What follows belongs to an exercise in optimizing a design on an open flow for small area, a short achievable clock period and few clock cycles per item; a production flow would make more cautious choices. The RTL was checked by simulation tests, not by an equivalence proof against the original design. No driver is modelled on the clock port, so clocking that relies on it looks cheaper here than on a real chip. No activity file was given, so power comes from the tool's default toggle rates.

Setup of north:
// Optical_8x8ctrl_top
module Optical_8x8ctrl_top#(
    parameter       P_BAR       =   1'b0,
    parameter       P_CROSS     =   1'b1,
    parameter       P_DSTWIDTH  =   3   ,
    parameter       P_PORTNUM   =   8   ,
    parameter       P_SWITCHNUM =   4
)(
    input                                   i_clk           ,
    input                                   i_rst           ,
    input  [P_DSTWIDTH*P_PORTNUM - 1:0]     i_8x8_req       ,
    input                                   i_8x8_valid     ,
    output [19:0]                           o_grant_8x8     ,
    output                                  o_grant_valid
);
For scale: about 260 cells after synthesis, roughly 20 flip-flops, about 48 I/O pins, about 0.0016 mm^2 of cells after synthesis.
Settings: LEC_CHECK=0, ABC_AREA=1, CAP_MARGIN=20, CORE_AREA=2 2 64 64, DIE_AREA=0 0 66 66, SLEW_MARGIN=20; clock period 19.0 ns.
standard.sh (not shown) runs the stock make flow with config.mk's settings and CLKGATE_MAP_FILE= SYNTH_SCRIPT=/design/flow/synth_recipe.tcl, a recipe that flattens the netlist after the stock synthesis.
==> flow/flow/run.sh <==
#!/bin/bash
set -euo pipefail
cd "$(dirname "$0")/.."
W=$(pwd)
export BUFFER_PORTS_ARGS="-buffer_cell sky130_fd_sc_hd__buf_2"
export POST_GLOBAL_PLACE_TCL=$W/flow/outbuf.tcl
export POST_CTS_TCL=$W/flow/size.tcl
export CTS_ARGS="-sink_clustering_enable -repair_clock_nets -buf_list {sky130_fd_sc_hd__clkbuf_4} -root_buf sky130_fd_sc_hd__clkbuf_4 -dont_use_dummy_load"
bash standard.sh > flow.log 2>&1
==> flow/flow/size.tcl <==
set_propagated_clock [all_clocks]
estimate_parasitics -placement
set ::size_period [expr {[get_property [lindex [all_clocks] 0] period] * 1e-9}]
set ::size_block [ord::get_db_block]
set ::size_tau 0.03
set ::size_endpoints [concat [all_registers -data_pins] [all_outputs]]

proc size_area {} {
  set a 0.0
  foreach inst [$::size_block getInsts] {
    set m [$inst getMaster]
    set n [$m getName]
    if {[string match *tap* $n] || [string match *fill* $n] || [string match *decap* $n]} { continue }
    set a [expr {$a + [$m getWidth] * [$m getHeight]}]
  }
  return $a
}
# The worst setup slack, smoothed (a soft minimum over all endpoints, in ns)
# so that a change is also credited for speeding up paths nearly as slow as
# the slowest.
proc size_soft_slack {} {
  set sl {}
  foreach p $::size_endpoints {
    set v [get_property $p slack_max]
    if {$v ne "INF" && $v < 1e6} { lappend sl $v }
  }
  set m [tcl::mathfunc::min {*}$sl]
  set sum 0.0
  foreach v $sl { set sum [expr {$sum + exp(-($v - $m) / $::size_tau)}] }
  return [expr {$m - $::size_tau * log($sum)}]
}
proc size_cost {} {
  estimate_parasitics -placement
  return [expr {[size_area] * ($::size_period * 1e9 - [size_soft_slack])}]
}
proc size_family {master} {
  if {![regexp {^(sky130_fd_sc_hd__[a-z0-9]+)_([0-9]+)$} $master -> fam drv]} { return {} }
  set out {}
  foreach c [get_lib_cells ${fam}_*] {
    set n [get_name $c]
    if {![regexp "^${fam}_\[0-9\]+\$" $n]} { continue }
    if {[get_property $c dont_use]} { continue }
    lappend out $n
  }
  return $out
}

set cands {}
foreach inst [$::size_block getInsts] {
  set m [[$inst getMaster] getName]
  set name [$inst getName]
  if {[$inst isFixed]} { continue }
  if {[string match *df* $m] || [string match *conb* $m] || [string match *tap* $m] || [string match *fill* $m]} { continue }
  if {[string match clkbuf* $name] || [string match clkload* $name]} { continue }
  set fam [size_family $m]
  if {[llength $fam] > 1} { lappend cands [list $name $fam] }
}
set cost [size_cost]
puts "size.tcl: [llength $cands] cells, start cost [format %.4g $cost], ws [format %.3f [expr {[sta::worst_slack_cmd max]*1e9}]]"
for {set pass 0} {$pass < 4} {incr pass} {
  set changed 0
  foreach c $cands {
    lassign $c name fam
    set inst [get_cells $name]
    set cur [get_property $inst ref_name]
    set best $cur
    set bestcost $cost
    foreach alt $fam {
      if {$alt eq $cur} { continue }
      replace_cell $inst $alt
      set k [size_cost]
      if {$k < $bestcost * 0.99999} { set best $alt; set bestcost $k }
    }
    replace_cell $inst $best
    if {$best ne $cur} { incr changed; set cost $bestcost; puts "size.tcl: $name $cur -> $best cost [format %.4g $cost]" }
  }
  puts "size.tcl: pass $pass changed $changed cost [format %.4g $cost] ws [format %.3f [expr {[sta::worst_slack_cmd max]*1e9}]]"
  if {$changed == 0} { break }
}
estimate_parasitics -placement
puts "size.tcl: before dpl ws [format %.3f [expr {[sta::worst_slack_cmd max]*1e9}]]"
detailed_placement
check_placement
estimate_parasitics -placement
puts "size.tcl: final area [expr {[size_area]/1e6}] ws [format %.3f [expr {[sta::worst_slack_cmd max]*1e9}]]"
Other scripts of this flow, unchanged in this note and not shown: flow/flow/outbuf.tcl
north reached the final stage; the timing, DRC and antenna checks on its layout passed.
Testbench counts of north, summed over its fixed seeds: cycles 2,048, items 2,048.
Modified inputs, south compared to north
-- flow/flow/run.sh --
<<< north, line 1
#!/bin/bash
set -euo pipefail
cd "$(dirname "$0")/.."
>>> south, line 1
#!/bin/bash
# Standard ORFS layout (the standard.sh) with plain buffers instead of delay
# buffers on the ports, minimum-size output-port buffers and smaller clock-tree
# buffers. All tool output goes to flow.log in the work folder; ORFS's per-step
# logs stay under orfs/logs/.
set -euo pipefail
cd "$(dirname "$0")/.."
-- flow/flow/size.tcl --
<<< north, line 1
set_propagated_clock [all_clocks]
estimate_parasitics -placement
set ::size_period [expr {[get_property [lindex [all_clocks] 0] period] * 1e-9}]
set ::size_block [ord::get_db_block]
set ::size_tau 0.03
set ::size_endpoints [concat [all_registers -data_pins] [all_outputs]]

proc size_area {} {
>>> south, line 1
set_propagated_clock [all_clocks]
estimate_parasitics -placement
set size_period [expr {[get_property [lindex [all_clocks] 0] period] * 1e-9}]
set size_block [ord::get_db_block]

proc size_area {} {
<<< north, line 16
  return $a
}
# The worst setup slack, smoothed (a soft minimum over all endpoints, in ns)
# so that a change is also credited for speeding up paths nearly as slow as
# the slowest.
proc size_soft_slack {} {
  set sl {}
  foreach p $::size_endpoints {
    set v [get_property $p slack_max]
    if {$v ne "INF" && $v < 1e6} { lappend sl $v }
  }
  set m [tcl::mathfunc::min {*}$sl]
  set sum 0.0
  foreach v $sl { set sum [expr {$sum + exp(-($v - $m) / $::size_tau)}] }
  return [expr {$m - $::size_tau * log($sum)}]
}
proc size_cost {} {
  estimate_parasitics -placement
  return [expr {[size_area] * ($::size_period * 1e9 - [size_soft_slack])}]
}
proc size_family {master} {
>>> south, line 14
  return $a
}
proc size_cost {} {
  estimate_parasitics -placement
  return [expr {[size_area] * ($::size_period - [sta::worst_slack_cmd max])}]
}
proc size_family {master} {
<<< north, line 47

set cands {}
foreach inst [$::size_block getInsts] {
  set m [[$inst getMaster] getName]
  set name [$inst getName]
>>> south, line 31

set cands {}
foreach inst [$size_block getInsts] {
  set m [[$inst getMaster] getName]
  set name [$inst getName]
-- flow/config.mk --
<<< north, line 6
export NUM_CORES = 4
export LEC_CHECK = 0
export ABC_AREA = 1
export CAP_MARGIN = 20
export CORE_AREA = 2 2 64 64
>>> south, line 6
export NUM_CORES = 4
export LEC_CHECK = 0
export CAP_MARGIN = 20
export CORE_AREA = 2 2 64 64
Results
south did not run to completion, as it errored out during clock tree synthesis. Diff north -> south | number of nets produced by synthesis | decrease of 37%. Between south and north, it is south whose post-synthesis mux area share is higher, by 14 points. north → south: synthesized cell count dropped about 40%, area after synthesis shows a reduction of 11%.
What east does differently from south at the input level:
-- flow/flow/size.tcl --
<<< south, line 1
set_propagated_clock [all_clocks]
estimate_parasitics -placement
set size_period [expr {[get_property [lindex [all_clocks] 0] period] * 1e-9}]
set size_block [ord::get_db_block]

proc size_area {} {
>>> east, line 1
set_propagated_clock [all_clocks]
estimate_parasitics -placement
set ::size_period [expr {[get_property [lindex [all_clocks] 0] period] * 1e-9}]
set ::size_block [ord::get_db_block]
set ::size_tau 0.03
set ::size_endpoints [concat [all_registers -data_pins] [all_outputs]]

proc size_area {} {
<<< south, line 14
  return $a
}
proc size_cost {} {
  estimate_parasitics -placement
  return [expr {[size_area] * ($::size_period - [sta::worst_slack_cmd max])}]
}
proc size_family {master} {
>>> east, line 16
  return $a
}
# The worst setup slack, smoothed (a soft minimum over all endpoints, in ns)
# so that a change is also credited for speeding up paths nearly as slow as
# the slowest.
proc size_soft_slack {} {
  set sl {}
  foreach p $::size_endpoints {
    set v [get_property $p slack_max]
    if {$v ne "INF" && $v < 1e6} { lappend sl $v }
  }
  set m [tcl::mathfunc::min {*}$sl]
  set sum 0.0
  foreach v $sl { set sum [expr {$sum + exp(-($v - $m) / $::size_tau)}] }
  return [expr {$m - $::size_tau * log($sum)}]
}
proc size_cost {} {
  estimate_parasitics -placement
  return [expr {[size_area] * ($::size_period * 1e9 - [size_soft_slack])}]
}
proc size_family {master} {
<<< south, line 31

set cands {}
foreach inst [$size_block getInsts] {
  set m [[$inst getMaster] getName]
  set name [$inst getName]
>>> east, line 47

set cands {}
foreach inst [$::size_block getInsts] {
  set m [[$inst getMaster] getName]
  set name [$inst getName]
### Flow results
Mux contribution to synthesized area came out exactly the same in east and south.
Diff south..east | number of top-level design ports | unchanged
east ran to completion and came out clean on the timing, DRC and antenna checks.
Changes observed in east relative to south: total clock sinks now sits at about the same level, number of core rows now sits at about the same level, initial cell density of the core now sits at about the same level.
Summary of east over south: post-place instance area flat, count of unique library cells instantiated by Yosys flat, horizontal die dimension flat.
Input-level comparison between west and east:
-- flow/flow/size.tcl --
<<< east, line 3
set ::size_period [expr {[get_property [lindex [all_clocks] 0] period] * 1e-9}]
set ::size_block [ord::get_db_block]
set ::size_tau 0.03
set ::size_endpoints [concat [all_registers -data_pins] [all_outputs]]

proc size_area {} {
>>> west, line 3
set ::size_period [expr {[get_property [lindex [all_clocks] 0] period] * 1e-9}]
set ::size_block [ord::get_db_block]

proc size_area {} {
<<< east, line 16
  return $a
}
# The worst setup slack, smoothed (a soft minimum over all endpoints, in ns)
# so that a change is also credited for speeding up paths nearly as slow as
# the slowest.
proc size_soft_slack {} {
  set sl {}
  foreach p $::size_endpoints {
    set v [get_property $p slack_max]
    if {$v ne "INF" && $v < 1e6} { lappend sl $v }
  }
  set m [tcl::mathfunc::min {*}$sl]
  set sum 0.0
  foreach v $sl { set sum [expr {$sum + exp(-($v - $m) / $::size_tau)}] }
  return [expr {$m - $::size_tau * log($sum)}]
}
proc size_cost {} {
  estimate_parasitics -placement
  return [expr {[size_area] * ($::size_period * 1e9 - [size_soft_slack])}]
}
proc size_family {master} {
>>> west, line 14
  return $a
}
proc size_cost {} {
  estimate_parasitics -placement
  return [expr {[size_area] * ($::size_period - [sta::worst_slack_cmd max])}]
}
proc size_family {master} {
### Flow results
The endpoint of the most critical setup path comes out r_e0[6] in one run and r_d1[5] in the other, namely in west and east respectively.
The area of all placed cells without fillers reported for west is greater than that of east by 20 um^2.
Compared with east, in west post-route minimum period climbed 18 ps; share of cell area taken by flip-flops and latches dropped 0.33 points; power climbed 1.6%; logic gate share of total power climbed 1.2 points.

## port drivers added, routing unchanged
No port has a modelled driver above. Below, the same layouts with a new extraction and two added sets of constraints.
Step 1 assumes that a clkbuf_16 drives the clock port and a buf_2 every other input.
Step 2 adds t to the input delays and takes it off the output delays; t is the mean of the earliest and latest rising clock arrival at the registers after step 1. Input paths then give back, and output paths get back, about the clock's delay inside the block.
Three values: ideal ports, drivers, drivers and shift; two values: the first two.
run	t, ns	setup WS [ns]	hold WS [ns]	clock arrival spread, ns	cell pins on the clock port's net
north	0.304	13.811 / 13.788 / 13.624	3.289 / 3.287 / 3.591	0.025 / 0.024	1
east	0.305	13.555 / 13.552 / 13.247	3.282 / 3.280 / 3.586	0.021 / 0.021	1
west	0.304	13.536 / 13.536 / 13.232	3.285 / 3.283 / 3.587	0.020 / 0.020	1
After both steps every run listed still meets setup and hold. The setup slack of east, which loses most, moves by -0.003 ns with the drivers and by -0.308 ns with both steps.
